Source: an optimization exercise on an open RTL-to-GDS flow (aim: small area and a short achievable clock period). Production flows keep margins and buffers that such runs may drop.
In this exercise RTL edits were held to simulation tests only and were not proved equivalent to the original.
Power and IR drop assume default switching activity.

`flow/flow/run.sh`:
```
#!/bin/bash
# The standard layout, with plain buffers (not delay cells) on the ports.
set -euo pipefail
bash standard.sh BUFFER_PORTS_ARGS="-buffer_cell sky130_fd_sc_hd__buf_2" finish > flow_make.log 2>&1
```
`flow/standard.sh`:
```
#!/bin/bash
# synth_recipe.tcl (not shown) runs the flow's synth.tcl, then flattens the netlist and writes it again
# the make line also repeats each setting of config.mk as NAME=value (left out here)
make -C /OpenROAD-flow-scripts/flow DESIGN_CONFIG=/design/flow/config.mk WORK_HOME=/design/flow/orfs CLKGATE_MAP_FILE= SYNTH_SCRIPT=/design/flow/synth_recipe.tcl "${@:-finish}"
```
`flow/config.mk`:
```
export PLATFORM = sky130hd
export DESIGN_NAME = mult_top
export DESIGN_NICKNAME = mult_top
export VERILOG_FILES = /design/flow/design.v
export SDC_FILE = /design/flow/constraint.sdc
export NUM_CORES = 4
export LEC_CHECK = 0
export CAP_MARGIN = 20
export CORE_MARGIN = 2
export CORE_UTILIZATION = 40
export SETUP_SLACK_MARGIN = 4.6
export SLEW_MARGIN = 20
export SYNTH_HIERARCHICAL = 1
```
`flow/constraint.sdc`:
```
create_clock -name core_clock -period 7.0 [get_ports {clk}]
set_input_delay 1.4000 -clock core_clock [delete_from_list [all_inputs] [get_ports {clk}]]
set_output_delay 1.4000 -clock core_clock [all_outputs]
set_load 0.01 [all_outputs]
```
`flow/design.v`:
```
`timescale 1ns / 1ps
module c_xor2 (input a, input b, output y); assign y = a ^ b; endmodule
module c_nor2 (input a, input b, output y); assign y = ~(a | b); endmodule
module c_nand2 (input a, input b, output y); assign y = ~(a & b); endmodule
module c_inv (input a, output y); assign y = ~a; endmodule
module c_xnor2 (input a, input b, output y); assign y = ~(a ^ b); endmodule
module c_a21oi (input a1, input a2, input b1, output y); assign y = ~((a1 & a2) | b1); endmodule
module c_o21ai (input a1, input a2, input b1, output y); assign y = ~((a1 | a2) & b1); endmodule
module c_nor3 (input a, input b, input c, output y); assign y = ~(a | b | c); endmodule
module c_mux4 (input a0, input a1, input a2, input a3, input s0, input s1, output y);
    assign y = s1 ? (s0 ? a3 : a2) : (s0 ? a1 : a0);
endmodule
module c_ao4 (input a0, input a1, input a2, input a3,
              input s0, input s1, input s2, input s3, output y);
    assign y = (a0 & s0) | (a1 & s1) | (a2 & s2) | (a3 & s3);
endmodule
module c_ao3 (input a0, input a1, input a2, input s0, input s1, input s2, output y);
    assign y = (a0 & s0) | (a1 & s1) | (a2 & s2);
endmodule
module c_ao2 (input a0, input a1, input s0, input s1, output y);
    assign y = (a0 & s0) | (a1 & s1);
endmodule
module ALM10_SOA_grp(input n3, input n2, input n1,
                     output s3, output s2, output s1, output s0, output [1:0] g);
    assign s3 = n3;
    assign s2 = ~n3 & n2;
    assign s1 = ~n3 & ~n2 & n1;
    assign s0 = ~n3 & ~n2 & ~n1;
    assign g[1] = n3 | n2;
    assign g[0] = n3 | (~n2 & n1);
endmodule
module ALM10_SOA_win(
    input  [15:0] x,
    output [1:0]  g,
    output [10:1] w,
    output        xz
    );
    wire sg = x[15];
    wire [14:0] a;
    genvar i;
    generate for (i = 0; i < 15; i = i + 1) begin : abs
        c_xor2 u(.a(x[i]), .b(sg), .y(a[i]));
    end endgenerate
    wire n3, n2, n1, z0;
    wire [5:0] o;
    c_nor2 uo0(.a(a[11]), .b(a[10]), .y(o[0]));
    c_nor2 uo1(.a(a[9]),  .b(a[8]),  .y(o[1]));
    c_nor2 uo2(.a(a[7]),  .b(a[6]),  .y(o[2]));
    c_nor2 uo3(.a(a[5]),  .b(a[4]),  .y(o[3]));
    c_nor2 uo4(.a(a[13]), .b(a[12]), .y(o[4]));
    c_nor2 uo5(.a(a[3]),  .b(a[2]),  .y(o[5]));
    c_nand2 un2(.a(o[0]), .b(o[1]), .y(n2));
    c_nand2 un1(.a(o[2]), .b(o[3]), .y(n1));
    wire a14n;
    c_inv un3a(.a(a[14]), .y(a14n));
    c_nand2 un3(.a(o[4]), .b(a14n), .y(n3));
    c_nor3 uz0(.a(a[1]), .b(a[0]), .c(~o[5]), .y(z0));
    wire s3, s2, s1, s0;
    ALM10_SOA_grp ug(.n3(n3), .n2(n2), .n1(n1), .s3(s3), .s2(s2), .s1(s1), .s0(s0), .g(g));
    assign xz = ~sg & s0 & z0;
    c_ao3 uw10(.a0(a[11]), .a1(a[7]), .a2(a[3]), .s0(s2), .s1(s1), .s2(s0), .y(w[10]));
    c_ao4 uw9 (.a0(a[14]), .a1(a[10]), .a2(a[6]), .a3(a[2]), .s0(s3), .s1(s2), .s2(s1), .s3(s0), .y(w[9]));
    c_ao4 uw8 (.a0(a[13]), .a1(a[9]),  .a2(a[5]), .a3(a[1]), .s0(s3), .s1(s2), .s2(s1), .s3(s0), .y(w[8]));
    c_ao4 uw7 (.a0(a[12]), .a1(a[8]),  .a2(a[4]), .a3(a[0]), .s0(s3), .s1(s2), .s2(s1), .s3(s0), .y(w[7]));
    c_ao3 uw6 (.a0(a[11]), .a1(a[7]), .a2(a[3]), .s0(s3), .s1(s2), .s2(s1), .y(w[6]));
    c_ao3 uw5 (.a0(a[10]), .a1(a[6]), .a2(a[2]), .s0(s3), .s1(s2), .s2(s1), .y(w[5]));
    c_ao3 uw4 (.a0(a[9]),  .a1(a[5]), .a2(a[1]), .s0(s3), .s1(s2), .s2(s1), .y(w[4]));
    c_ao3 uw3 (.a0(a[8]),  .a1(a[4]), .a2(a[0]), .s0(s3), .s1(s2), .s2(s1), .y(w[3]));
    c_ao2 uw2 (.a0(a[7]), .a1(a[3]), .s0(s3), .s1(s2), .y(w[2]));
    c_ao2 uw1 (.a0(a[6]), .a1(a[2]), .s0(s3), .s1(s2), .y(w[1]));
endmodule
module ALM10_SOA_norm(
    input  [1:0]  g,
    input  [10:1] w,
    output [3:0]  k,
    output [5:0]  f
    );
    wire [1:0] p;
    assign p[1] = w[10] | w[9];
    assign p[0] = w[10] | (~w[9] & w[8]);
    assign k = {g, p};
    genvar i;
    generate for (i = 0; i < 6; i = i + 1) begin : fr
        c_mux4 u(.a0(w[1+i]), .a1(w[2+i]), .a2(w[3+i]), .a3(w[4+i]), .s0(p[0]), .s1(p[1]), .y(f[i]));
    end endgenerate
endmodule
module ALM10_SOA_add(
    input  [8:0] lx,
    input  [8:0] ly,
    input        fx0,
    input        fy0,
    output [9:0] s
    );
    wire g0_0;
    c_nand2 u1(.a(fx0), .b(fy0), .y(g0_0));
    wire g0_1;
    c_nand2 u2(.a(lx[0]), .b(ly[0]), .y(g0_1));
    wire t0_1;
    c_nor2 u3(.a(lx[0]), .b(ly[0]), .y(t0_1));
    wire p_1;
    c_xor2 u4(.a(lx[0]), .b(ly[0]), .y(p_1));
    wire g0_2;
    c_nand2 u5(.a(lx[1]), .b(ly[1]), .y(g0_2));
    wire t0_2;
    c_nor2 u6(.a(lx[1]), .b(ly[1]), .y(t0_2));
    wire p_2;
    c_xor2 u7(.a(lx[1]), .b(ly[1]), .y(p_2));
    wire g0_3;
    c_nand2 u8(.a(lx[2]), .b(ly[2]), .y(g0_3));
    wire t0_3;
    c_nor2 u9(.a(lx[2]), .b(ly[2]), .y(t0_3));
    wire p_3;
    c_xor2 u10(.a(lx[2]), .b(ly[2]), .y(p_3));
    wire g0_4;
    c_nand2 u11(.a(lx[3]), .b(ly[3]), .y(g0_4));
    wire t0_4;
    c_nor2 u12(.a(lx[3]), .b(ly[3]), .y(t0_4));
    wire p_4;
    c_xor2 u13(.a(lx[3]), .b(ly[3]), .y(p_4));
    wire g0_5;
    c_nand2 u14(.a(lx[4]), .b(ly[4]), .y(g0_5));
    wire t0_5;
    c_nor2 u15(.a(lx[4]), .b(ly[4]), .y(t0_5));
    wire p_5;
    c_xor2 u16(.a(lx[4]), .b(ly[4]), .y(p_5));
    wire g0_6;
    c_nand2 u17(.a(lx[5]), .b(ly[5]), .y(g0_6));
    wire t0_6;
    c_nor2 u18(.a(lx[5]), .b(ly[5]), .y(t0_6));
    wire p_6;
    c_xor2 u19(.a(lx[5]), .b(ly[5]), .y(p_6));
    wire g0_7;
    c_nand2 u20(.a(lx[6]), .b(ly[6]), .y(g0_7));
    wire t0_7;
    c_nor2 u21(.a(lx[6]), .b(ly[6]), .y(t0_7));
    wire p_7;
    c_xor2 u22(.a(lx[6]), .b(ly[6]), .y(p_7));
    wire g0_8;
    c_nand2 u23(.a(lx[7]), .b(ly[7]), .y(g0_8));
    wire t0_8;
    c_nor2 u24(.a(lx[7]), .b(ly[7]), .y(t0_8));
    wire p_8;
    c_xor2 u25(.a(lx[7]), .b(ly[7]), .y(p_8));
    wire g0_9;
    c_nand2 u26(.a(lx[8]), .b(ly[8]), .y(g0_9));
    wire t0_9;
    c_nor2 u27(.a(lx[8]), .b(ly[8]), .y(t0_9));
    wire p_9;
    c_xor2 u28(.a(lx[8]), .b(ly[8]), .y(p_9));
    wire g1_1;
    c_o21ai u29(.a1(t0_1), .a2(g0_0), .b1(g0_1), .y(g1_1));
    wire g1_3;
    c_o21ai u30(.a1(t0_3), .a2(g0_2), .b1(g0_3), .y(g1_3));
    wire t1_3;
    c_nor2 u31(.a(t0_3), .b(t0_2), .y(t1_3));
    wire g1_5;
    c_o21ai u32(.a1(t0_5), .a2(g0_4), .b1(g0_5), .y(g1_5));
    wire t1_5;
    c_nor2 u33(.a(t0_5), .b(t0_4), .y(t1_5));
    wire g1_7;
    c_o21ai u34(.a1(t0_7), .a2(g0_6), .b1(g0_7), .y(g1_7));
    wire t1_7;
    c_nor2 u35(.a(t0_7), .b(t0_6), .y(t1_7));
    wire g1_9;
    c_o21ai u36(.a1(t0_9), .a2(g0_8), .b1(g0_9), .y(g1_9));
    wire t1_9;
    c_nor2 u37(.a(t0_9), .b(t0_8), .y(t1_9));
    wire g1_1_i;
    c_inv u38(.a(g1_1), .y(g1_1_i));
    wire g2_2;
    c_o21ai u39(.a1(t0_2), .a2(g1_1_i), .b1(g0_2), .y(g2_2));
    wire g2_3;
    c_a21oi u40(.a1(t1_3), .a2(g1_1), .b1(g1_3), .y(g2_3));
    wire g1_5_i;
    c_inv u41(.a(g1_5), .y(g1_5_i));
    wire g2_6;
    c_o21ai u42(.a1(t0_6), .a2(g1_5_i), .b1(g0_6), .y(g2_6));
    wire t1_5_i;
    c_inv u43(.a(t1_5), .y(t1_5_i));
    wire t2_6;
    c_nor2 u44(.a(t0_6), .b(t1_5_i), .y(t2_6));
    wire g2_7;
    c_a21oi u45(.a1(t1_7), .a2(g1_5), .b1(g1_7), .y(g2_7));
    wire t2_7;
    c_nand2 u46(.a(t1_7), .b(t1_5), .y(t2_7));
    wire g3_4;
    c_o21ai u47(.a1(t0_4), .a2(g2_3), .b1(g0_4), .y(g3_4));
    wire g2_3_i;
    c_inv u48(.a(g2_3), .y(g2_3_i));
    wire g3_5;
    c_a21oi u49(.a1(t1_5), .a2(g2_3_i), .b1(g1_5), .y(g3_5));
    wire g3_6;
    c_a21oi u50(.a1(t2_6), .a2(g2_3_i), .b1(g2_6), .y(g3_6));
    wire g3_7;
    c_o21ai u51(.a1(t2_7), .a2(g2_3), .b1(g2_7), .y(g3_7));
    wire g3_7_i;
    c_inv u52(.a(g3_7), .y(g3_7_i));
    wire g4_8;
    c_o21ai u53(.a1(t0_8), .a2(g3_7_i), .b1(g0_8), .y(g4_8));
    wire g4_9;
    c_a21oi u54(.a1(t1_9), .a2(g3_7), .b1(g1_9), .y(g4_9));
    c_xnor2 u55(.a(p_1), .b(g0_0), .y(s[0]));
    c_xor2 u56(.a(p_2), .b(g1_1), .y(s[1]));
    c_xor2 u57(.a(p_3), .b(g2_2), .y(s[2]));
    c_xnor2 u58(.a(p_4), .b(g2_3), .y(s[3]));
    c_xor2 u59(.a(p_5), .b(g3_4), .y(s[4]));
    c_xnor2 u60(.a(p_6), .b(g3_5), .y(s[5]));
    c_xnor2 u61(.a(p_7), .b(g3_6), .y(s[6]));
    c_xor2 u62(.a(p_8), .b(g3_7), .y(s[7]));
    c_xor2 u63(.a(p_9), .b(g4_8), .y(s[8]));
    wire g4_9_i;
    c_inv u64(.a(g4_9), .y(g4_9_i));
    assign s[9] = g4_9_i;
endmodule
module ALM10_SOA_dec8(input [2:0] a, input en, output [7:0] h);
    wire [2:0] an;
    c_inv ui0(.a(a[0]), .y(an[0]));
    c_inv ui1(.a(a[1]), .y(an[1]));
    c_inv ui2(.a(a[2]), .y(an[2]));
    wire [3:0] pn;
    wire [1:0] qn;
    c_nand2 up0(.a(an[1]), .b(an[0]), .y(pn[0]));
    c_nand2 up1(.a(an[1]), .b(a[0]),  .y(pn[1]));
    c_nand2 up2(.a(a[1]),  .b(an[0]), .y(pn[2]));
    c_nand2 up3(.a(a[1]),  .b(a[0]),  .y(pn[3]));
    c_nand2 uq0(.a(en), .b(an[2]), .y(qn[0]));
    c_nand2 uq1(.a(en), .b(a[2]),  .y(qn[1]));
    genvar i;
    generate for (i = 0; i < 8; i = i + 1) begin : o
        c_nor2 u(.a(pn[i % 4]), .b(qn[i / 4]), .y(h[i]));
    end endgenerate
endmodule
module ALM10_SOA_fine(
    input [1:0] b,
    input [4:0] t,
    output g00, g10, g20, g30,
    output g01, g11, g21, g31,
    output g32, g14, g24, g34
    );
    assign g00 = b == 2'd0 ? 1'b1 : b == 2'd1 ? t[4] : b == 2'd2 ? t[3] : t[2];
    assign g10 = b == 2'd0 ? 1'b0 : b == 2'd1 ? 1'b1 : b == 2'd2 ? t[4] : t[3];
    assign g20 = b == 2'd3 ? t[4] : (b == 2'd2);
    assign g30 = b == 2'd3;
    assign g01 = b == 2'd0 ? t[1] : b == 2'd1 ? t[0] : 1'b1;
    assign g11 = b == 2'd0 ? t[2] : b == 2'd1 ? t[1] : b == 2'd2 ? t[0] : 1'b1;
    assign g21 = b == 2'd0 ? t[3] : b == 2'd1 ? t[2] : b == 2'd2 ? t[1] : t[0];
    assign g31 = b == 2'd0 ? t[4] : b == 2'd1 ? t[3] : b == 2'd2 ? t[2] : t[1];
    assign g32 = b == 2'd0 ? t[0] : 1'b1;
    assign g14 = b == 2'd0;
    assign g24 = ~b[1];
    assign g34 = ~(b[1] & b[0]);
endmodule
module ALM10_SOA_expand(
    input  [9:0]  s,
    input         sgn,
    input         nz,
    output [7:0]  h,
    output [11:0] g,
    output        sn
    );
    ALM10_SOA_dec8 ud(.a(s[9:7]), .en(nz), .h(h));
    ALM10_SOA_fine uf(.b(s[6:5]), .t(s[4:0]),
        .g00(g[0]), .g10(g[1]), .g20(g[2]), .g30(g[3]),
        .g01(g[4]), .g11(g[5]), .g21(g[6]), .g31(g[7]),
        .g32(g[8]), .g14(g[9]), .g24(g[10]), .g34(g[11]));
    assign sn = sgn & nz;
endmodule
module ALM10_SOA_out(
    input  [7:0]  h,
    input  [11:0] g,
    input         sn,
    output [31:0] p
    );
    wire [11:0] hh = {4'b0, h};
    wire g00 = g[0], g10 = g[1], g20 = g[2], g30 = g[3];
    wire g01 = g[4], g11 = g[5], g21 = g[6], g31 = g[7];
    wire g32 = g[8], g14 = g[9], g24 = g[10], g34 = g[11];
    genvar q;
    generate for (q = 0; q < 8; q = q + 1) begin : ob
        assign p[4*q]   = ((hh[q] & g00) | (hh[q+1] & g01) | hh[q+2] | hh[q+3]) ^ sn;
        assign p[4*q+1] = ((hh[q] & g10) | (hh[q+1] & g11) | hh[q+2] | hh[q+3] | (hh[q+4] & g14)) ^ sn;
        assign p[4*q+2] = ((hh[q] & g20) | (hh[q+1] & g21) | hh[q+2] | hh[q+3] | (hh[q+4] & g24)) ^ sn;
        assign p[4*q+3] = ((hh[q] & g30) | (hh[q+1] & g31) | (hh[q+2] & g32) | hh[q+3] | (hh[q+4] & g34)) ^ sn;
    end endgenerate
endmodule
module ALM10_SOA_mid(
    input  [1:0]  gx,
    input  [10:1] wx,
    input  [1:0]  gy,
    input  [10:1] wy,
    input         sgn,
    input         nz,
    output [7:0]  h,
    output [11:0] g,
    output        sn
    );
    wire [3:0] kx, ky;
    wire [5:0] fx, fy;
    ALM10_SOA_norm nx(.g(gx), .w(wx), .k(kx), .f(fx));
    ALM10_SOA_norm ny(.g(gy), .w(wy), .k(ky), .f(fy));
    wire [9:0] s;
    ALM10_SOA_add ad(.lx({kx, fx[5:1]}), .ly({ky, fy[5:1]}), .fx0(fx[0]), .fy0(fy[0]), .s(s));
    ALM10_SOA_expand ex(.s(s), .sgn(sgn), .nz(nz), .h(h), .g(g), .sn(sn));
endmodule
module ALM10_SOA(
    input [15:0] x,
    input [15:0] y,
    output [31:0] p
    );
    wire [1:0] gx, gy;
    wire [10:1] wx, wy;
    wire xz, yz;
    ALM10_SOA_win ux(.x(x), .g(gx), .w(wx), .xz(xz));
    ALM10_SOA_win uy(.x(y), .g(gy), .w(wy), .xz(yz));
    wire [7:0] h;
    wire [11:0] g;
    wire sn;
    ALM10_SOA_mid um(.gx(gx), .wx(wx), .gy(gy), .wy(wy), .sgn(x[15] ^ y[15]), .nz(~(xz | yz)),
                     .h(h), .g(g), .sn(sn));
    ALM10_SOA_out uo(.h(h), .g(g), .sn(sn), .p(p));
endmodule
`timescale 1ns / 10ps
module mult_top(
    input clk,
    input  [15:0] x,
    input  [15:0] y,
    output [31:0] p_out
    );
    wire [1:0] gx, gy;
    wire [10:1] wx, wy;
    wire xz, yz;
    reg  [1:0] gx1, gy1;
    reg  [10:1] wx1, wy1;
    reg  sgn1, nz1;
    ALM10_SOA_win ux(.x(x), .g(gx), .w(wx), .xz(xz));
    ALM10_SOA_win uy(.x(y), .g(gy), .w(wy), .xz(yz));
    wire [7:0] h;
    wire [11:0] g;
    wire sn;
    reg  [7:0] h2;
    reg  [11:0] g2;
    reg  sn2;
    ALM10_SOA_mid um(.gx(gx1), .wx(wx1), .gy(gy1), .wy(wy1), .sgn(sgn1), .nz(nz1),
                     .h(h), .g(g), .sn(sn));
    always @(posedge clk) begin
        gx1 <= gx;  wx1 <= wx;  gy1 <= gy;  wy1 <= wy;
        sgn1 <= x[15] ^ y[15];  nz1 <= ~(xz | yz);
        h2 <= h;    g2 <= g;    sn2 <= sn;
    end
    ALM10_SOA_out uo(.h(h2), .g(g2), .sn(sn2), .p(p_out));
endmodule
```
==> results of run 1 <==
[critical path, cell delays in order (launching register included)]
cell      delay, ps
dfxtp_4         380
or2_4           280
a221oi_2        220
xnor2_1         160
buf_2           150
[placed cells by master (no fill, tap or decap), types with 15 or more instances in the layout]
cell and instances:
buf_2 60, a222oi_1 15, xor2_1 39, buf_4 46
dfxtp_1 26, a22oi_2 19, nand2_1 44, nor2_1 25
inv_1 25, xnor2_1 15
[per-layer routing]
layer  global-route usage, %  vias to the layer above  routed length (um)
li1                        -                     1638                   -
met1                    21.9                     1610                3750
met2                    33.5                      120                5560
met3                    2.24                       14                 451
met4                    4.23                        0                 157
met5                       0                        -                   0
[state kept, by name (all words and copies together), names as in the netlist]
| register | flops |
|---|---|
| g2 | 12 |
| wx1 | 10 |
| nz1 | 1 |
| sn2 | 1 |
| gy1 | 2 |
| h2 | 8 |
| sgn1 | 1 |
| wy1 | 10 |
| gx1 | 2 |
[through the flow]
| stage | cell area (um^2) | worst slack, ps | total power [mW] | hold slack, ps |
|---|---|---|---|---|
| after floorplan | 3550 | 4550 | 1.15 | 412 |
| after global placement | 3820 | 3940 | 1.34 | 484 |
| after detailed placement | 3820 | 3840 | 1.35 | 477 |
| after CTS | 4790 | 4160 | 1.87 | 502 |
| after global routing | 5550 | 4030 | 2.22 | 527 |
| final | 5550 | 4100 | 2.10 | 519 |
[cells by family after synthesis]
| kind of cell | count (synthesis) |
|---|---|
| xor gates and xnor gates | 81 |
| muxes | 18 |
| AOI/OAI and AO/OA | 79 |
| buffers and inverters | 58 |
| and+or+nand+nor | 127 |
| DFF | 47 |
[layout make-up]
type                    instances  area (um^2)
repair buffers                133         1110
inverters                      33          124
flip-flops and latches         47         1000
well taps                     105          131
clock inverters                 3         46.3
multi-input cells             306         3070
clock buffers                   5         68.8
fillers                       615         2750
[how the worst min path moves through the flow]
stage | start | end | slack (ps)
global placement | sgn1$_DFF_P_ | sn2$_DFF_P_ | 480
finish | sgn1$_DFF_P_ | sn2$_DFF_P_ | 520
floorplan | sgn1$_DFF_P_ | sn2$_DFF_P_ | 410
detailed placement | sgn1$_DFF_P_ | sn2$_DFF_P_ | 480
global route | sgn1$_DFF_P_ | sn2$_DFF_P_ | 530
CTS | sgn1$_DFF_P_ | sn2$_DFF_P_ | 500
[modules after synthesis, one instance, submodules excluded, excerpt]
module / times used / flip-flops and latches
ALM10_SOA_fine: 1 / 0
ALM10_SOA_expand: 1 / 0
ALM10_SOA_out: 1 / 0
c_ao4: 6 / 0
c_xnor2: 4 / 0
c_a21oi: 5 / 0
c_nor3: 2 / 0
c_nor2: 34 / 0
ALM10_SOA_grp: 2 / 0
ALM10_SOA_win: 2 / 0
c_ao3: 10 / 0
c_ao2: 4 / 0
ALM10_SOA_norm: 2 / 0
c_mux4: 12 / 0
c_inv: 11 / 0
c_xor2: 44 / 0
[power breakdown]
group / internal (mW) / switching (mW)
registers: 0.351 / 0.125
clock network: 0.108 / 0.0928
logic: 0.712 / 0.708
[repair_timing]
item | CTS | global route
resized for setup | 104 | 90
endpoints found under the setup margin | 75 | 70
buffers inserted | 35 | 29
cloned | 3 | 3
pin swaps | 43 | 77
==> impl_metrics.csv, run 1 <==
group,metric,value,unit
status,outcome,"finished clean",
die,die-height,97.0,um
finish,areaGrowthSynthToFinish,60.4,%
timing,final.period_utilization,41.4,%
route,dr.pass1.iters,6,
logic_synthesis,ys_types,29,
clocking,tritoncts,"built",
worst_setup_path,critical_path_class,"register to output port",
logic_synthesis,ys_seq_area_share,27.2,%
logic_synthesis,mappedNetlistArea,3460,um^2
logic_synthesis,synth_compound_area_share,18.4,%
worst_setup_path,r2r-end,"g2[6]$_DFF_P_",
worst_setup_path,rr_startpoint,"wy1[9]$_DFF_P_",
worst_setup_path,crit_required,5600,ps
logic_synthesis,yosys-top-cells-area,"dfxtp_1, xor2_1, mux4_2",
logic_synthesis,synth_xor_xnor_area_share,20.5,%
global_routing,grt_max_degree,18,
clocking,postCtsHoldBufs,0,
logic_synthesis,syn_avg_cell_area,8.44,um^2
place,io_buffers,64,
worst_setup_path,startpoint,"h2[7]$_DFF_P_",
clocking,cts_buffer_depth,2,
finish,layout-drive-gt1-share,56.7,%
route,drcViolationCount,0,
die,start_util,41.7,%
timing,slew_violations,0,
timing,post-route-min-period,2900,ps
logic_synthesis,synthCells,410,
global_routing,antenna_found_initial,0,
worst_setup_path,critPathMaxFanout,6,
die,dieArea,9420,um^2
global_routing,grt_pass1_vias,3004,
route,ant_nets,0,
global_routing,grtUsageTotal,18.0,%
logic_synthesis,synth-simple-area-share,16.1,%
clocking,htreeDepth,2,
worst_setup_path,rr_worst_depth,11,
worst_hold_path,hold_depth,1,
logic_synthesis,synth-seq-cells,47,
clocking,root_buffer,"clkbuf_8",
global_routing,grt_pass1_wl,14200,um
place,hpwl,5610,um
pwr,power_leakage,2.42,nW
logic_synthesis,muxShareOfSynthArea,9.54,%
route,vias_per_cell,5.35,
logic_synthesis,yosysMostFrequentCell,"xor2_1",
run,cap_violations,0,
worst_setup_path,cp-start-kind,"register",
route,wl_per_cell,15.7,um
route,routed_wl,9920,um
clocking,cts.sinks,47,
logic_synthesis,yosysTopAreaCellShare,27.2,%
timing,tightest_slew,699,ps
die,pin_count,65,
logic_synthesis,ys.flop_type,"dfxtp_1",
die,core_area,8300,um^2
timing,finalSetupTns,0,ps
logic_synthesis,synth_edf_count,0,
route,drtIter0Drc,167,
timing,fmax,0.345,GHz
timing,hold_violations,0,
place,place_congestion,0.824,
finish,n_antenna_cell,0,
global_routing,grt-ovfl-total,0,
finish,layout.nets,559,
clocking,clk_latency,300,ps
logic_synthesis,synth_top_family_by_area,"XOR/XNOR gates",
die,rows,33,
worst_hold_path,hold_path.class,"register to register",
logic_synthesis,async_flop_share,0,%
worst_setup_path,arrival,1500,ps
logic_synthesis,synth_largest_area_cell,"dfxtp_1",
worst_setup_path,crit_end,"p_out[17]",
clocking,clk_pin_slew,90,ps
logic_synthesis,syn_nets,443,
logic_synthesis,synth_common_cells,"xor2_1, nand2_1, dfxtp_1, nor2_1, inv_1",
worst_setup_path,r2r_slack,4400,ps
clocking,numCtsBuffers,5,
finish,fin_util,66.9,%
timing,skew,5.67,ps
pwr,power.density,378,nW/um^2
logic_synthesis,synth_warnings,7,
pwr,ir_drop,146,uV
route,via_count,3382,
place,numPlacedInstances,554,
timing,relSlewSlack,53.3,%
timing,setup_viol,0,
die,fp.dieW,97.0,um
worst_setup_path,end_kind,"output port",
timing,rsz0062_at_grt,"yes",
logic_synthesis,yosys.area_share.adder,0,%
finish,instances_no_fill,632,
==> run 2: changes to the inputs <==
--- a/flow/config.mk
+++ b/flow/config.mk
@@ -8,6 +8,6 @@
 export CAP_MARGIN = 20
 export CORE_MARGIN = 2
-export CORE_UTILIZATION = 40
-export SETUP_SLACK_MARGIN = 4.6
+export CORE_UTILIZATION = 60
+export SETUP_SLACK_MARGIN = 4.0
 export SLEW_MARGIN = 20
 export SYNTH_HIERARCHICAL = 1
==> run 2 against run 1 <==
  * Cell count shrank 16%
  * Global-route usage is 5.3 points higher
  * Core utilization up 3.4 points
  * Wire length shrank 28%
  * Sequential share of layout area is 6.5 points higher
  * Critical path type unchanged
==> impl_metrics.csv, run 2 <==
group,metric,value,unit
logic_synthesis,synth_edf_count,0,
worst_hold_path,hold_path.class,"register to register",
timing,tightest_slew,589,ps
finish,regMostFlops,"g2",
global_routing,grt_max_degree,33,
die,core_area,5540,um^2
place,hpwl,5610,um
die,die-height,80.0,um
finish,areaGrowthSynthToFinish,12.5,%
status,outcome,"finished clean",
timing,skew,7.42,ps
timing,finalSetupTns,0,ps
worst_setup_path,arrival,1550,ps
clocking,cts_buffer_depth,2,
finish,layout.nets,490,
timing,post-route-min-period,2950,ps
route,dr.pass1.iters,10,
global_routing,grt_pass1_vias,2643,
timing,slew_violations,0,
worst_setup_path,cp-start-kind,"register",
global_routing,grt-ovfl-total,0,
timing,fmax,0.339,GHz
route,vias_per_cell,5.58,
timing,hold_violations,0,
clocking,post_cts_buffers,0,
global_routing,antenna_found_initial,0,
route,top_layer,"met4",
logic_synthesis,async_flop_share,0,%
finish,largest_reg_flops,12,
die,rows,27,
finish,n_antenna_cell,0,
logic_synthesis,yosys-top-cells-area,"dfxtp_1, xor2_1, mux4_2",
place,place_congestion,0.884,
worst_setup_path,crit_required,5600,ps
logic_synthesis,synth-seq-cells,47,
pwr,ir_drop,239,uV
finish,fin_util,70.3,%
logic_synthesis,yosysMostFrequentCell,"xor2_1",
logic_synthesis,syn_avg_cell_area,8.44,um^2
pwr,power_leakage,1.83,nW
finish,final_common_cell,"buf_2",
die,dieArea,6390,um^2
die,pin_count,65,
route,drtIter0Drc,163,
route,met1Wirelength,2950,um
route,route.met2.wl,3720,um
route,wl_per_cell,13.6,um
clocking,cts.sinks,47,
logic_synthesis,synth_largest_area_cell,"dfxtp_1",
logic_synthesis,mappedNetlistArea,3460,um^2
clocking,clk_latency,300,ps
worst_setup_path,critPathMaxFanout,17,
clocking,htreeDepth,2,
logic_synthesis,ys.flop_type,"dfxtp_1",
route,routed_wl,7180,um
place,numPlacedInstances,522,
route,ant_nets,0,
timing,relSlewSlack,60.6,%
finish,final_cell_mix,"buf_2, xor2_1, nand2_1, nor2_1, dfxtp_1",
logic_synthesis,ys_seq_area_share,27.2,%
clocking,tritoncts,"built",
clocking,root_buffer,"clkbuf_8",
logic_synthesis,synthCells,410,
route,via_count,2960,
die,fp.dieW,80.0,um
timing,rsz0062_at_grt,"yes",
finish,instances_no_fill,530,
global_routing,grt_pass1_wl,11900,um
clocking,numCtsBuffers,5,
timing,holdWs,490,ps
logic_synthesis,yosysTopAreaCellShare,27.2,%
worst_setup_path,critical_path_class,"register to output port",
global_routing,grtUsageTotal,23.2,%
place,io_buffers,64,
worst_setup_path,end_kind,"output port",
logic_synthesis,synth_common_cells,"xor2_1, nand2_1, dfxtp_1, nor2_1, inv_1",
finish,fillers,465,
timing,setup_viol,0,
logic_synthesis,syn_nets,443,
finish,reg_top3,"g2 x12, wx1 x10, wy1 x10",
timing,final.period_utilization,42.1,%
finish,layout-drive-gt1-share,26.0,%
pwr,power.density,405,nW/um^2
logic_synthesis,synth_warnings,7,
route,drcViolationCount,0,
clocking,clk_pin_slew,90,ps
route,met3_length,364,um
die,start_util,62.5,%
logic_synthesis,ys_types,29,
clocking,postCtsHoldBufs,0,
run,cap_violations,0,
[run 2: cell counts after synthesis]
No cell type changed its count.
[run 2: kinds of logic (layout without fill, tap and decap cells)]
kind of cell,count (synthesis),after routing,synth area share (%)
compound gates,79,79,18.4
simple gates,127,127,16.1
xor+xnor,81,81,20.5
flops,47,47,27.2
buf+inv,58,106,8.31
mux,18,18,9.54
[run 2: layout make-up]
type	count	area [um^2]	area share (%)
multi-input cells	305	2260	58.1
flip-flops and latches	47	953	24.5
repair buffers	65	328	8.42
inverters	33	124	3.18
well taps	72	90.1	2.31
clock buffers	5	68.8	1.77
clock inverters	3	67.6	1.74
[run 2: critical path, stage by stage (launching register included)]
cell and delay, ps:
dfxtp_2 420, or2_4 280, a221oi_2 210, xnor2_1 170
buf_2 170
[run 2: per-module statistics from Yosys, one instance, submodules excluded, a selection]
module | cells inside | cell area (um^2)
c_xor2 | 1 | 8.76
ALM10_SOA_expand | 1 | 6.26
ALM10_SOA_add | 1 | 7.51
mult_top | 49 | 953
ALM10_SOA_fine | 23 | 155
c_xnor2 | 1 | 8.76
ALM10_SOA_grp | 8 | 47.5
c_a21oi | 1 | 8.76
[run 2: metrics by stage]
step	total power [mW]	worst slack (ps)	instance area [um^2]
finish	1.58	4050	3890
CTS	1.57	4040	3860
global placement	1.32	3840	3720
global route	1.70	4000	3890
floorplan	1.13	4340	3460
detailed placement	1.33	3820	3720
[run 2: final timing paths]
| kind | from | endpoint | slack, ps | depth (start not counted) |
|---|---|---|---|---|
| worst min-delay path | sgn1$_DFF_P_ | sn2$_DFF_P_ | 490 | 1 |
| worst min register to register | sgn1$_DFF_P_ | sn2$_DFF_P_ | 490 | 1 |
| worst max register to register | wy1[8]$_DFF_P_ | g2[6]$_DFF_P_ | 4190 | 10 |
| worst max-delay path | h2[7]$_DFF_P_ | p_out[17] | 4050 | 4 |
[run 2: power breakdown]
group / switching [mW] / total [mW] / internal, mW / leakage [nW]
registers: 0.125 / 0.466 / 0.341 / 0.394
logic: 0.482 / 0.884 / 0.401 / 1.37
clock network: 0.0864 / 0.229 / 0.142 / 0.0644
total: 0.693 / 1.58 / 0.884 / 1.83
[run 2: per-layer routing]
metal  vias up  GRT usage [%]
met4         0           8.47
met2        95           41.8
met3        12           4.41
met5         -              0
li1       1494              -
met1      1359           27.3
[run 2: timing repair]
| action | in CTS | in global routing |
|---|---|---|
| endpoints found under the setup margin | 16 | 33 |
| pin swaps | 0 | 2 |
| gates resized for setup | 5 | 11 |
==> run 3: changes to the inputs <==
==> flow/flow/run.sh (replaced) <==
#!/bin/bash
# The standard layout, with plain buffers (not delay cells) on the ports.
set -euo pipefail
bash standard.sh BUFFER_PORTS_ARGS="-buffer_cell sky130_fd_sc_hd__buf_1" RECOVER_POWER=100 finish > flow_make.log 2>&1
--- a/flow/config.mk
+++ b/flow/config.mk
@@ -8,5 +8,5 @@
 export CAP_MARGIN = 20
 export CORE_MARGIN = 2
-export CORE_UTILIZATION = 60
+export CORE_UTILIZATION = 40
 export SETUP_SLACK_MARGIN = 4.0
 export SLEW_MARGIN = 20
==> run 3 against run 2 <==
  * The layout now fails its checks (max-capacitance violations, max-slew violations)
  * Via count down 1.7%
  * Die area up 47%
  * Core utilization down 25 points
  * Register-to-register slack worse by 570 ps
  * Synthesized cell count unchanged
  * Setup slack worse by 620 ps
  * Sequential power about the same
  * Clock-buffer cell count up 1
  * Cell count up 6.0%
  * Hold slack better by 31 ps
==> impl_metrics.csv, run 3 <==
group,metric,value,unit
status,outcome,"complete, but fails checks",
status,violations,"max-capacitance violations, max-slew violations",
logic_synthesis,ys.flop_type,"dfxtp_1",
clocking,clk_latency,290,ps
finish,layout-drive-gt1-share,9.19,%
global_routing,antenna_found_initial,0,
worst_setup_path,cp_top_family,"flip-flops",
timing,slew_violations,33,
logic_synthesis,synth_edf_count,0,
pwr,ir_drop,156,uV
route,drtIter0Drc,134,
worst_setup_path,critical_path_class,"register to output port",
clocking,numCtsBuffers,5,
finish,largest_reg_flops,12,
place,hpwl,5590,um
clocking,clk_pin_slew,80,ps
pwr,swShare,45.2,%
timing,tightest_slew,1640,ps
place,place_congestion,0.826,
worst_hold_path,hold_depth,1,
global_routing,grt_pass1_vias,2631,
worst_setup_path,critPathMaxFanout,32,
logic_synthesis,mappedNetlistArea,3460,um^2
clocking,root_buffer,"clkbuf_8",
route,drcViolationCount,0,
pwr,pwr-share-seq,31.4,%
worst_setup_path,cp_slowest_cell,"dfxtp_1",
timing,skew,7.87,ps
die,pin_count,65,
worst_setup_path,crit_chain,"xnor2_1, buf_1",
timing,setup_slack,3430,ps
pwr,switching_power,670,uW
timing,fmax,0.280,GHz
logic_synthesis,async_flop_share,0,%
worst_hold_path,hold_start,"sgn1$_DFF_P_",
finish,n_antenna_cell,0,
run,cap_violations,1,
timing,post-route-min-period,3570,ps
route,dr.pass1.iters,5,
die,dieArea,9420,um^2
logic_synthesis,yosysMostFrequentCell,"xor2_1",
die,die-height,97.0,um
pwr,comb_power_share,56.0,%
clocking,htreeDepth,2,
global_routing,grt_max_degree,33,
global_routing,grtUsageTotal,14.9,%
worst_setup_path,r2r-end,"g2[0]$_DFF_P_",
logic_synthesis,yosysTopAreaCellShare,27.2,%
timing,final.period_utilization,51.0,%
worst_setup_path,cp-start-kind,"register",
worst_setup_path,rr_worst_depth,11,
pwr,power.density,392,nW/um^2
logic_synthesis,syn_avg_cell_area,8.44,um^2
worst_setup_path,r2r_slack,3620,ps
route,via_count,2911,
die,core_area,8300,um^2
worst_hold_path,min_to,"sn2$_DFF_P_",
timing,finalSetupTns,0,ps
timing,rsz0062_at_grt,"no",
timing,hold_violations,0,
place,numPlacedInstances,554,
finish,regMostFlops,"g2",
route,routed_wl,7150,um
worst_setup_path,arrival,2170,ps
logic_synthesis,syn_nets,443,
die,start_util,41.7,%
route,ant_nets,0,
finish,areaGrowthSynthToFinish,9.29,%
global_routing,grt_pass1_wl,11900,um
finish,fillers,877,
clocking,tritoncts,"built",
place,dpl_worst_slack,3440,ps
logic_synthesis,synth_common_cells,"xor2_1, nand2_1, dfxtp_1, nor2_1, inv_1",
worst_hold_path,hold_path.class,"register to register",
logic_synthesis,synth-seq-cells,47,
finish,fin_util,45.6,%
finish,reg_top3,"g2 x12, wx1 x10, wy1 x10",
logic_synthesis,ys_seq_area_share,27.2,%
clocking,cts.sinks,47,
logic_synthesis,synth_warnings,7,
route,wl_per_cell,12.7,um
timing,holdWs,522,ps
worst_setup_path,cp_slowest_stage_delay,1430,ps
worst_setup_path,rr_startpoint,"wy1[9]$_DFF_P_",
route,vias_per_cell,5.18,
pwr,clkPwrFrac,12.5,%
finish,layout.nets,490,
worst_setup_path,crit_buf_inv,1,
worst_setup_path,end_kind,"output port",
finish,final_cell_mix,"xor2_1, buf_1, nand2_1, nor2_1, dfxtp_1",
timing,relSlewSlack,-9.79,%
pwr,power_leakage,1.63,nW
finish,instances_no_fill,562,
logic_synthesis,synth_largest_area_cell,"dfxtp_1",
place,io_buffers,64,
timing,setup_viol,0,
logic_synthesis,yosys-top-cells-area,"dfxtp_1, xor2_1, mux4_2",
die,rows,33,
pwr,intPower,813,uW
die,fp.dieW,97.0,um
worst_setup_path,crit_required,5600,ps
logic_synthesis,ys_types,29,
logic_synthesis,synthCells,410,
clocking,cts_buffer_depth,2,
global_routing,grt-ovfl-total,0,
[run 3: cell counts after synthesis]
No cell type changed its count.
[run 3: power by group through the flow]
stage | registers, mW | clock network, mW | logic, mW
6_report | 0.466 | 0.186 | 0.831
5_1_grt | 0.482 | 0.202 | 0.938
4_1_cts | 0.464 | 0.191 | 0.837
3_5_place_dp | 0.468 | 0 | 0.829
3_3_place_gp | 0.466 | 0 | 0.820
2_1_floorplan | 0.383 | 0 | 0.749
[run 3: cells by family after synthesis]
family	after synthesis	share of synthesized area, %
multiplexers	18	9.54
buffers and inverters	58	8.31
flip-flops	47	27.2
XOR/XNOR	81	20.5
AND/OR/NAND/NOR	127	16.1
AO/OA/AOI/OAI	79	18.4
[run 3: repair_timing]
action / 4_1_cts / 5_1_grt
endpoints found under the setup margin: 46 / 37
hold buffers: 0 / 0
gates resized for setup: 12 / 18
pin swaps: 0 / 2
buffers inserted: 0 / 1
[run 3: layout make-up]
cell class | instances | area, um^2 | share of cell area (%)
clock buffer | 6 | 72.6 | 1.92
sequential | 47 | 953 | 25.2
tap | 105 | 131 | 3.47
clock inverter | 1 | 30.0 | 0.794
multi-input combinational | 305 | 2220 | 58.8
inverter | 33 | 124 | 3.27
timing repair buffer | 65 | 248 | 6.55
[run 3: per-module statistics from Yosys, one instance, submodules excluded, a selection]
module / copies in the design / area [um^2] / cells
c_ao2: 4 / 8.76 / 1
c_inv: 11 / 3.75 / 1
ALM10_SOA_add: 1 / 7.51 / 1
c_ao4: 6 / 18.8 / 3
mult_top: 1 / 953 / 49
c_a21oi: 5 / 8.76 / 1
c_mux4: 12 / 22.5 / 1
c_ao3: 10 / 13.8 / 2
c_nand2: 23 / 3.75 / 1
[run 3: layer usage]
| metal | up-vias | global-route usage [%] | part of all wire [%] |
|---|---|---|---|
| met5 | - | 0 | 0 |
| met4 | 0 | 4.44 | 1.2 |
| met2 | 99 | 25.1 | 48 |
| met1 | 1311 | 19.2 | 45 |
| met3 | 5 | 3.11 | 5.8 |
| li1 | 1496 | - | - |
[run 3: how the worst max path moves through the flow]
stage	startpoint	end	slack, ps	cells past startpoint
2_1_floorplan	wy1[9]$_DFF_P_	g2[6]$_DFF_P_	4340	12
3_3_place_gp	x[15]	wx1[8]$_DFF_P_	3510	8
3_5_place_dp	x[15]	wx1[8]$_DFF_P_	3440	8
4_1_cts	x[15]	wx1[3]$_DFF_P_	4030	8
5_1_grt	y[15]	wy1[3]$_DFF_P_	3270	8
6_report	sn2$_DFF_P_	p_out[27]	3430	2
[run 3: per-stage QoR]
stage | total power [mW] | instance area, um^2
after global placement | 1.29 | 3670
after global routing | 1.62 | 3780
after CTS | 1.49 | 3810
after detailed placement | 1.30 | 3670
after floorplan | 1.13 | 3460
final | 1.48 | 3780
==> run 4: changes to the inputs <==
==> flow/flow/run.sh (replaced) <==
#!/bin/bash
# The standard layout, with plain buffers (not delay cells) on the ports.
set -euo pipefail
bash standard.sh BUFFER_PORTS_ARGS="-buffer_cell sky130_fd_sc_hd__buf_1" finish > flow_make.log 2>&1
==> run 4 against run 3 <==
  * Now clean on timing, DRC and antenna
  * Clock power about the same
  * Die area unchanged
  * Combinational power increased by 3.7%
  * Highest routed layer unchanged
==> impl_metrics.csv, run 4 <==
group,metric,value,unit
logic_synthesis,synth_largest_area_cell,"dfxtp_1",
clocking,cts.sinks,47,
die,rows,33,
logic_synthesis,syn_avg_cell_area,8.44,um^2
clocking,cts_buffer_depth,2,
route,routed_wl,7140,um
global_routing,grtUsageTotal,14.9,%
global_routing,grt_pass1_wl,11900,um
status,outcome,"finished clean",
worst_setup_path,crit_required,5600,ps
logic_synthesis,synth-seq-cells,47,
timing,finalSetupTns,0,ps
worst_setup_path,arrival,1500,ps
clocking,tritoncts,"built",
finish,layout-drive-gt1-share,12.7,%
finish,fillers,860,
route,ant_nets,0,
finish,largest_reg_flops,12,
timing,post-route-min-period,2900,ps
finish,areaGrowthSynthToFinish,11.4,%
timing,rsz0062_at_grt,"no",
logic_synthesis,mappedNetlistArea,3460,um^2
finish,multiInputGateArea,2290,um^2
die,die-height,97.0,um
finish,n_antenna_cell,0,
route,via_count,2928,
clocking,root_buffer,"clkbuf_8",
clocking,clk_latency,290,ps
logic_synthesis,synthCells,410,
pwr,power_leakage,1.65,nW
route,vias_per_cell,5.21,
global_routing,grt_pass1_vias,2631,
timing,relSlewSlack,66.2,%
worst_setup_path,crit_chain,"or2_4, a221oi_2, xnor2_1, buf_1",
die,dieArea,9420,um^2
pwr,ir_drop,169,uV
finish,fin_util,46.5,%
worst_setup_path,cp-start-kind,"register",
timing,tightest_slew,506,ps
timing,setup_viol,0,
worst_hold_path,hold_path.class,"register to register",
worst_setup_path,critPathMaxFanout,17,
global_routing,antenna_found_initial,0,
global_routing,grt_max_degree,33,
timing,hold_violations,0,
worst_setup_path,rr_worst_depth,11,
worst_setup_path,cp.depth,4,
finish,layout.nets,490,
route,wl_per_cell,12.7,um
finish,regArea,957,um^2
place,io_buffers,64,
logic_synthesis,yosysTopAreaCellShare,27.2,%
timing,setup_slack,4100,ps
place,dpl_worst_slack,3440,ps
die,core_area,8300,um^2
logic_synthesis,synth_edf_count,0,
finish,final_cell_mix,"xor2_1, buf_1, nand2_1, nor2_1, dfxtp_1",
worst_setup_path,cp_slowest_cell,"dfxtp_2",
finish,reg_top3,"g2 x12, wx1 x10, wy1 x10",
timing,skew,8.05,ps
timing,slew_violations,0,
worst_setup_path,cp_top_family,"flip-flops",
logic_synthesis,synth_common_cells,"xor2_1, nand2_1, dfxtp_1, nor2_1, inv_1",
worst_setup_path,end_kind,"output port",
timing,final.period_utilization,41.4,%
logic_synthesis,async_flop_share,0,%
place,hpwl,5590,um
worst_hold_path,hold_depth,1,
route,drtIter0Drc,170,
worst_setup_path,critical_path_class,"register to output port",
route,dr.pass1.iters,6,
die,fp.dieW,97.0,um
clocking,postCtsHoldBufs,0,
logic_synthesis,ys_seq_area_share,27.2,%
place,place_congestion,0.826,
finish,regMostFlops,"g2",
logic_synthesis,synth_warnings,7,
run,cap_violations,0,
logic_synthesis,syn_nets,443,
timing,fmax,0.345,GHz
logic_synthesis,yosysMostFrequentCell,"xor2_1",
clocking,htreeDepth,2,
pwr,power.density,393,nW/um^2
worst_setup_path,crit_buf_inv,1,
clocking,numCtsBuffers,5,
worst_setup_path,cp_slowest_stage_delay,410,ps
clocking,clk_pin_slew,80,ps
global_routing,grt-ovfl-total,0,
logic_synthesis,yosys-top-cells-area,"dfxtp_1, xor2_1, mux4_2",
logic_synthesis,ys_types,29,
route,drcViolationCount,0,
logic_synthesis,ys.flop_type,"dfxtp_1",
die,pin_count,65,
die,start_util,41.7,%
[run 4: cell counts after synthesis]
Identical to the previous run, type by type.
[run 4: kinds of logic (layout without fill, tap and decap cells)]
logic type,count (synthesis),after routing,synth area share (%)
AOI/OAI and AO/OA,79,79,18.4
and+or+nand+nor,127,127,16.1
xor gates and xnor gates,81,81,20.5
muxes,18,18,9.54
DFF,47,47,27.2
buffers and inverters,58,105,8.31
[run 4: layout make-up]
class | count | share of cell area [%]
multi-input cells | 305 | 59.4
clock buffers | 6 | 1.88
flip-flops and latches | 47 | 24.8
repair buffers | 65 | 6.49
clock inverters | 1 | 0.779
well taps | 105 | 3.41
inverters | 33 | 3.21
[run 4: Yosys stat by module (local to each module, per instance), a selection]
module	copies in the design	flip-flops and latches
ALM10_SOA_norm	2	0
c_o21ai	10	0
ALM10_SOA_fine	1	0
c_xor2	44	0
c_nor3	2	0
c_a21oi	5	0
c_nand2	23	0
ALM10_SOA_win	2	0
c_ao2	4	0
c_mux4	12	0
mult_top	1	47
c_nor2	34	0
[run 4: worst paths after layout]
kind,from,endpoint,slack [ps]
worst max-delay path,h2[7]$_DFF_P_,p_out[18],4100
worst min-delay path,sgn1$_DFF_P_,sn2$_DFF_P_,500
worst max register to register,wy1[9]$_DFF_P_,g2[0]$_DFF_P_,4240
worst min register to register,sgn1$_DFF_P_,sn2$_DFF_P_,500
[run 4: power breakdown]
part           leakage, nW  internal (mW)  switching (mW)  total, mW
Clock               0.0513          0.105          0.0807      0.185
Combinational         1.20          0.386           0.476      0.862
Sequential           0.395          0.340           0.127      0.467
Total                 1.65          0.831           0.683       1.51
[run 4: stage by stage]
| step | instances | instance area, um^2 | power, mW | hold WS [ps] |
|---|---|---|---|---|
| after floorplan | 410 | 3460 | 1.13 | 412 |
| after global placement | 554 | 3670 | 1.29 | 483 |
| after detailed placement | 554 | 3670 | 1.30 | 478 |
| after CTS | 561 | 3810 | 1.49 | 506 |
| after global routing | 562 | 3860 | 1.65 | 533 |
| final | 562 | 3860 | 1.51 | 502 |
[run 4: metal layers]
metal / up-vias / GRT usage, % / routed length (um)
met5: - / 0 / 0
li1: 1499 / - / -
met4: 0 / 4.44 / 83
met1: 1317 / 19.2 / 3180
met3: 5 / 3.11 / 445
met2: 107 / 25.1 / 3440
[run 4: timing repair]
action | CTS | global route
pin swaps | 0 | 2
gates resized for setup | 12 | 18
buffers inserted | 0 | 1
setup endpoints to repair | 46 | 37
[run 4: worst register-to-register path, delay by kind of cell, from the launching register on]
kind	cells	cell delay, ps
xor+xnor	1	230
flops	1	330
simple gates	1	130
mux	2	860
buf+inv	2	160
compound gates	5	920
==> run 5: changes to the inputs <==
==> flow/flow/run.sh (replaced) <==
#!/bin/bash
# The standard layout, with plain buffers (not delay cells) on the ports.
set -euo pipefail
bash standard.sh BUFFER_PORTS_ARGS="-buffer_cell sky130_fd_sc_hd__buf_1" CTS_ARGS="-sink_clustering_enable -repair_clock_nets -sink_clustering_size 50 -sink_clustering_max_diameter 400 -dont_use_dummy_load" finish > flow_make.log 2>&1
==> run 5 against run 4 <==
  * Still clean on timing, DRC and antenna
  * Via count decreased by 0.31%
  * Clock skew increased by 5.6 ps
  * Register-to-register slack about the same
  * Synthesized cell count did not move
  * Hold slack better by 9.9 ps
  * Combinational power is essentially flat
  * Clock power decreased by 24%
  * Wire length up 0.31%
  * Synthesized area is the same
  * Sequential power is essentially flat
  * Non-clock buffer count unchanged
  * Fmax about the same
  * Largest power group unchanged
==> impl_metrics.csv, run 5 <==
group,metric,value,unit
worst_setup_path,r2r-end,"g2[0]$_DFF_P_",
timing,fmax,0.345,GHz
die,die-height,97.0,um
logic_synthesis,ys_types,29,
worst_setup_path,rr_startpoint,"wy1[9]$_DFF_P_",
die,start_util,41.7,%
run,cap_violations,0,
logic_synthesis,yosysMostFrequentCell,"xor2_1",
pwr,power_leakage,1.63,nW
worst_setup_path,critical_path_class,"register to output port",
logic_synthesis,synth_compound_area_share,18.4,%
place,dpl-instance-area,3670,um^2
clocking,tritoncts,"built",
pwr,total_power,1.47,mW
logic_synthesis,synth-seq-cells,47,
timing,rsz0062_at_grt,"no",
worst_setup_path,cp-start-kind,"register",
worst_setup_path,startpoint,"h2[7]$_DFF_P_",
logic_synthesis,yosys-top-cells-area,"dfxtp_1, xor2_1, mux4_2",
logic_synthesis,synth_edf_count,0,
timing,finalSetupTns,0,ps
clocking,root_buffer,"clkbuf_8",
logic_synthesis,synth_common_cells,"xor2_1, nand2_1, dfxtp_1, nor2_1, inv_1",
route,via_count,2919,
logic_synthesis,syn_nets,443,
route,dr.pass1.iters,7,
status,outcome,"finished clean",
timing,relSlewSlack,66.4,%
die,rows,33,
worst_hold_path,min_to,"sn2$_DFF_P_",
finish,reg_top3,"g2 x12, wx1 x10, wy1 x10",
logic_synthesis,syn_avg_cell_area,8.44,um^2
timing,hold_violations,0,
die,fp.dieW,97.0,um
timing,skew,13.7,ps
clocking,clk_pin_slew,80,ps
logic_synthesis,synth-simple-area-share,16.1,%
finish,areaGrowthSynthToFinish,10.4,%
logic_synthesis,yosysTopAreaCellShare,27.2,%
worst_hold_path,hold_path.class,"register to register",
logic_synthesis,yosys.area_share.adder,0,%
clocking,cts_buffer_depth,2,
logic_synthesis,mappedNetlistArea,3460,um^2
route,vias_per_cell,5.21,
global_routing,grt_pass1_wl,11900,um
timing,slew_violations,0,
logic_synthesis,ys.flop_type,"dfxtp_1",
global_routing,grt-ovfl-total,0,
route,wl_per_cell,12.8,um
finish,layout.nets,490,
global_routing,grt_pass1_vias,2641,
finish,layout-drive-gt1-share,12.5,%
worst_setup_path,arrival,1500,ps
logic_synthesis,synth_xor_xnor_area_share,20.5,%
clocking,htreeDepth,2,
route,drcViolationCount,0,
route,ant_nets,0,
logic_synthesis,async_flop_share,0,%
place,io_buffers,64,
clocking,cts.sinks,47,
logic_synthesis,synthCells,410,
worst_setup_path,critPathMaxFanout,17,
clocking,clk_latency,290,ps
logic_synthesis,muxShareOfSynthArea,9.54,%
worst_setup_path,r2r_slack,4230,ps
worst_hold_path,hold_start,"sgn1$_DFF_P_",
pwr,ir_drop,137,uV
worst_setup_path,rr_worst_depth,11,
global_routing,grt_max_degree,33,
finish,final_cell_mix,"xor2_1, buf_1, nand2_1, nor2_1, dfxtp_1",
die,dieArea,9420,um^2
timing,final.period_utilization,41.4,%
timing,setup_viol,0,
route,drtIter0Drc,161,
logic_synthesis,ys_seq_area_share,27.2,%
finish,regMostFlops,"g2",
die,core_area,8300,um^2
global_routing,antenna_found_initial,0,
logic_synthesis,synth_largest_area_cell,"dfxtp_1",
finish,n_antenna_cell,0,
global_routing,grtUsageTotal,14.9,%
pwr,power.density,385,nW/um^2
timing,tightest_slew,503,ps
clocking,numCtsBuffers,5,
place,hpwl,5590,um
die,pin_count,65,
timing,holdWs,512,ps
finish,largest_reg_flops,12,
route,routed_wl,7160,um
timing,post-route-min-period,2900,ps
logic_synthesis,synth_warnings,7,
finish,fillers,866,
finish,fin_area,3820,um^2
logic_synthesis,synth_top_family_by_area,"XOR/XNOR gates",
worst_setup_path,end_kind,"output port",
worst_setup_path,crit_required,5600,ps
worst_hold_path,hold_depth,1,
place,place_congestion,0.826,
-- run 5: cell counts after synthesis --
No cell type changed its count.
-- run 5: cells by family (layout without fill, tap and decap cells) --
family                 count (synthesis)  count (layout)
flip-flops                            47              47
buffers and inverters                 58             103
XOR/XNOR                              81              81
multiplexers                          18              18
AND/OR/NAND/NOR                      127             127
AO/OA/AOI/OAI                         79              79
-- run 5: layer usage --
metal / up-vias / part of all wire (%) / GRT usage, %
li1: 1496 / - / -
met1: 1309 / 45 / 19.2
met2: 110 / 49 / 25.2
met3: 4 / 5.7 / 3.11
met4: 0 / 0.77 / 4.44
met5: - / 0 / 0
-- run 5: layout make-up --
type                    count  area, um^2  share of cell area, %
repair buffers             65         250                   6.55
flip-flops and latches     47         957                   25.0
multi-input cells         305        2290                   59.9
clock buffers               5        68.8                   1.80
well taps                 105         131                   3.44
inverters                  33         124                   3.24
-- run 5: worst max-delay path by stage --
stage	end	slack (ps)	cells past startpoint
after floorplan	g2[6]$_DFF_P_	4340	12
after detailed placement	wx1[8]$_DFF_P_	3440	8
after CTS	wy1[4]$_DFF_P_	4030	8
after global placement	wx1[8]$_DFF_P_	3510	8
after global routing	p_out[17]	4000	4
final	p_out[17]	4100	4
-- run 5: repair_timing --
action                                  in CTS  in global routing
endpoints found under the setup margin      43                 37
pin swaps                                    0                  2
setup buffers                                0                  1
endpoints found under the hold margin        0                  0
gates resized for setup                     12                 18
cloned                                       0                  0
hold buffers                                 0                  0
-- run 5: Yosys stat by module, one instance, submodules excluded, a selection --
module | times used | flip-flops and latches
c_ao4 | 6 | 0
c_nand2 | 23 | 0
c_o21ai | 10 | 0
c_inv | 11 | 0
ALM10_SOA_win | 2 | 0
c_a21oi | 5 | 0
ALM10_SOA_out | 1 | 0
mult_top | 1 | 47
c_ao3 | 10 | 0
ALM10_SOA_fine | 1 | 0
c_nor3 | 2 | 0
c_xnor2 | 4 | 0
ALM10_SOA_expand | 1 | 0
c_mux4 | 12 | 0
-- run 5: report_power, final --
group,internal (mW),total (mW),switching (mW)
combinational,0.386,0.864,0.478
sequential,0.340,0.467,0.126
clock,0.0644,0.141,0.0767
-- run 5: metrics by stage --
stage / instances / setup WS, ps / util [%]
after global placement: 554 / 3510 / 44.2
final: 560 / 4100 / 46.1
after CTS: 559 / 4030 / 45.5
after floorplan: 410 / 4340 / -
after detailed placement: 554 / 3440 / 44.2
after global routing: 560 / 4000 / 46.1
-- run 5: critical path: stages, from the launching register on --
cell and delay [ps]:
dfxtp_2 420, or2_4 280, a221oi_2 200, xnor2_1 150, buf_1 170
==> run 6: changes to the inputs <==
--- a/flow/design.v
+++ b/flow/design.v
@@ -280,6 +280,11 @@
         assign p[4*q]   = ((hh[q] & g00) | (hh[q+1] & g01) | hh[q+2] | hh[q+3]) ^ sn;
         assign p[4*q+1] = ((hh[q] & g10) | (hh[q+1] & g11) | hh[q+2] | hh[q+3] | (hh[q+4] & g14)) ^ sn;
-        assign p[4*q+2] = ((hh[q] & g20) | (hh[q+1] & g21) | hh[q+2] | hh[q+3] | (hh[q+4] & g24)) ^ sn;
-        assign p[4*q+3] = ((hh[q] & g30) | (hh[q+1] & g31) | (hh[q+2] & g32) | hh[q+3] | (hh[q+4] & g34)) ^ sn;
+        if (q < 7) begin : lo
+            assign p[4*q+2] = ((hh[q] & g20) | (hh[q+1] & g21) | hh[q+2] | hh[q+3] | (hh[q+4] & g24)) ^ sn;
+            assign p[4*q+3] = ((hh[q] & g30) | (hh[q+1] & g31) | (hh[q+2] & g32) | hh[q+3] | (hh[q+4] & g34)) ^ sn;
+        end else begin : hi
+            assign p[30] = sn;
+            assign p[31] = sn;
+        end
     end endgenerate
 endmodule
==> flow/flow/run.sh (replaced) <==
#!/bin/bash
# The standard layout, with plain buffers (not delay cells) on the ports.
set -euo pipefail
bash standard.sh BUFFER_PORTS_ARGS="-buffer_cell sky130_fd_sc_hd__buf_1" CTS_ARGS="-sink_clustering_enable -repair_clock_nets -dont_use_dummy_load" finish > flow_make.log 2>&1
==> run 6 against run 5 <==
  * Wire length decreased by 2.2%
  * Cell count decreased by 0.89%
  * Critical endpoint unchanged
  * Critical path type unchanged
  * Power decreased by 2.1%
  * Largest power group unchanged
  * Cell area decreased by 1.2%
  * Sequential power about the same
  * Sequential share of layout area increased by 0.41 points
  * Clock-buffer cell count unchanged
  * Synthesized cell count decreased by 1.2%
  * Critical path depth unchanged
==> impl_metrics.csv, run 6 <==
group,metric,value,unit
die,start_util,41.5,%
timing,rsz0062_at_grt,"no",
worst_hold_path,min_to,"sn2$_DFF_P_",
place,hpwl,5540,um
pwr,intPower,772,uW
timing,tightest_slew,573,ps
global_routing,antenna_found_initial,0,
logic_synthesis,ys.flop_type,"dfxtp_1",
worst_setup_path,arrival,1530,ps
run,cap_violations,0,
place,place_congestion,0.911,
die,dieArea,9330,um^2
worst_setup_path,r2r_slack,4150,ps
clocking,clk_pin_slew,80,ps
finish,final_common_cell,"xor2_1",
finish,fillers,840,
route,ant_nets,0,
logic_synthesis,synth_warnings,7,
pwr,switching_power,669,uW
logic_synthesis,ys_types,29,
pwr,total_power,1.44,mW
finish,multiInputGateArea,2240,um^2
finish,reg_top3,"g2 x12, wx1 x10, wy1 x10",
place,numPlacedInstances,550,
pwr,clkPwrFrac,9.7,%
logic_synthesis,synth_common_cells,"xor2_1, nand2_1, dfxtp_1, nor2_1, inv_1",
route,drcViolationCount,0,
finish,regArea,961,um^2
logic_synthesis,syn_avg_cell_area,8.47,um^2
worst_setup_path,rr_startpoint,"wx1[9]$_DFF_P_",
route,vias_per_cell,5.22,
route,dr.pass1.iters,7,
finish,final_cell_mix,"xor2_1, buf_1, nand2_1, dfxtp_1, nor2_1",
global_routing,grt-ovfl-total,0,
place,io_buffers,64,
finish,fin_util,45.7,%
pwr,comb_power_share,58.0,%
global_routing,grt_max_degree,33,
worst_setup_path,critical_path_class,"register to output port",
logic_synthesis,async_flop_share,0,%
finish,instances_no_fill,555,
worst_setup_path,cp-start-kind,"register",
finish,regMostFlops,"g2",
pwr,ir_drop,123,uV
finish,layout-drive-gt1-share,12.0,%
timing,setup_viol,0,
timing,slew_violations,0,
logic_synthesis,yosys-top-cells-area,"dfxtp_1, xor2_1, mux4_2",
die,fp.dieW,96.6,um
status,outcome,"finished clean",
logic_synthesis,mappedNetlistArea,3430,um^2
worst_setup_path,critPathMaxFanout,15,
logic_synthesis,synth_edf_count,0,
die,die-height,96.6,um
pwr,swShare,46.4,%
clocking,postCtsHoldBufs,0,
route,drtIter0Drc,154,
clocking,post_cts_buffers,0,
clocking,root_buffer,"clkbuf_8",
logic_synthesis,yosysTopAreaCellShare,27.4,%
pwr,pwr-share-seq,32.3,%
worst_hold_path,hold_depth,1,
die,pin_count,65,
timing,skew,18.5,ps
timing,post-route-min-period,2930,ps
logic_synthesis,yosysMostFrequentCell,"xor2_1",
clocking,cts_buffer_depth,2,
finish,layout.nets,485,
timing,final.period_utilization,41.8,%
die,core_area,8260,um^2
route,routed_wl,7010,um
logic_synthesis,syn_nets,438,
worst_hold_path,hold_start,"sgn1$_DFF_P_",
worst_hold_path,hold_path.class,"register to register",
logic_synthesis,synth_largest_area_cell,"dfxtp_1",
global_routing,grtUsageTotal,14.8,%
finish,n_antenna_cell,0,
logic_synthesis,ys_seq_area_share,27.4,%
finish,areaGrowthSynthToFinish,10.0,%
timing,hold_violations,0,
logic_synthesis,synth-seq-cells,47,
worst_setup_path,rr_worst_depth,11,
clocking,tritoncts,"built",
route,wl_per_cell,12.6,um
clocking,numCtsBuffers,5,
pwr,power.density,382,nW/um^2
pwr,power_leakage,1.62,nW
worst_setup_path,r2r-end,"g2[6]$_DFF_P_",
route,via_count,2896,
global_routing,grt_pass1_vias,2630,
clocking,htreeDepth,2,
die,rows,33,
finish,largest_reg_flops,12,
timing,finalSetupTns,0,ps
worst_setup_path,crit_required,5600,ps
global_routing,grt_pass1_wl,11800,um
worst_setup_path,end_kind,"output port",
clocking,cts.sinks,47,
logic_synthesis,synthCells,405,
timing,fmax,0.341,GHz
clocking,clk_latency,290,ps
timing,relSlewSlack,61.6,%
## run 6: per-stage QoR
step / worst slack [ps] / cell area (um^2) / hold slack, ps
2_1_floorplan: 4340 / 3430 / 412
3_3_place_gp: 3540 / 3650 / 474
3_5_place_dp: 3440 / 3650 / 470
4_1_cts: 4020 / 3750 / 500
5_1_grt: 3980 / 3770 / 531
6_report: 4070 / 3770 / 499
## run 6: layer usage
layer  track usage (%)  part of all wire, %
met3              2.53                  5.6
met5                 0                    0
met4              4.12                 0.91
met2              25.7                   49
met1              18.8                   45
## run 6: modules after synthesis (local to each module, per instance), excerpt
module | area [um^2] | cells inside | flip-flops and latches
ALM10_SOA_fine | 155 | 23 | 0
ALM10_SOA_grp | 47.5 | 8 | 0
c_ao2 | 8.76 | 1 | 0
c_ao4 | 18.8 | 3 | 0
c_inv | 3.75 | 1 | 0
c_nor2 | 3.75 | 1 | 0
c_xor2 | 8.76 | 1 | 0
mult_top | 953 | 49 | 47
## run 6: cell families after synthesis
family / share of synthesized area, %
AND/OR/NAND/NOR: 16.0
AO/OA/AOI/OAI: 18.6
flip-flops: 27.4
XOR/XNOR: 20.2
multiplexers: 9.63
buffers and inverters: 8.21
## run 6: cell type report
class	count	area share, %
Multi-Input combinational cell	301	59.5
Sequential cell	47	25.5
Timing Repair Buffer	64	6.50
Tap cell	105	3.48
Inverter	33	3.28
Clock buffer	5	1.82
## run 6: power groups by stage
stage | sequential [mW] | clock, mW | combinational (mW)
3_3_place_gp | 0.465 | 0 | 0.809
4_1_cts | 0.462 | 0.147 | 0.833
5_1_grt | 0.479 | 0.155 | 0.930
2_1_floorplan | 0.394 | 0 | 0.719
6_report | 0.466 | 0.140 | 0.835
3_5_place_dp | 0.466 | 0 | 0.825
## run 6: worst max path at each step
| stage | end | slack [ps] | cells past startpoint | from |
|---|---|---|---|---|
| finish | p_out[17] | 4070 | 4 | h2[6]$_DFF_P_ |
| global route | g2[6]$_DFF_P_ | 3980 | 10 | wx1[8]$_DFF_P_ |
| CTS | p_out[17] | 4020 | 4 | h2[6]$_DFF_P_ |
| detailed placement | wy1[10]$_DFF_P_ | 3440 | 7 | y[15] |
| global placement | nz1$_DFF_P_ | 3540 | 8 | y[15] |
| floorplan | g2[6]$_DFF_P_ | 4340 | 12 | wy1[9]$_DFF_P_ |
## run 6: worst max-delay path: stages, from the launching register on
cell      delay (ps)
dfxtp_4          410
or2_4            280
a221oi_2         230
xnor2_1          160
clkbuf_2         150
## run 6: repair_timing
action / CTS / global route
gates resized for setup: 12 / 17
pin swaps: 0 / 1
endpoints found under the setup margin: 46 / 34

static timing again, ports no longer ideal:
How much do the figures lean on ideal ports? The routed layouts below were timed once more, with nothing changed but the port constraints. Step 1 sets driving cells, clkbuf_16 on the clock port and buf_2 on the other inputs (assumed; they add their load-dependent delay and slew). Step 2 moves the port delays by t, midway between the first and last clock arrival at a register: inputs arrive t later, outputs are due t later. That takes back most of the time a late clock gives input paths. a / b / c = ideal / step 1 / step 2; a / b = the first two.
run | shift t [ns] | slack for setup (ns) | clock arrival spread, ns | worst data-port slew with drivers (ns) | cell pins on the clock port's net
run 1 | 0.332 | 4.102 / 4.071 / 4.174 | 0.006 / 0.007 | 0.15 | 1
run 2 | 0.324 | 4.051 / 4.021 / 3.836 | 0.007 / 0.007 | 0.03 | 1
run 3 | 0.323 | 3.430 / 3.396 / 3.226 | 0.008 / 0.007 | 0.03 | 1
run 4 | 0.322 | 4.100 / 4.066 / 3.865 | 0.009 / 0.008 | 0.03 | 1
run 5 | 0.318 | 4.101 / 4.067 / 3.861 | 0.014 / 0.014 | 0.03 | 1
run 6 | 0.312 | 4.071 / 4.043 / 3.836 | 0.018 / 0.018 | 0.03 | 1
For run 5, which loses most, drivers alone change the setup slack by -0.034 ns; drivers and shift together by -0.240 ns.
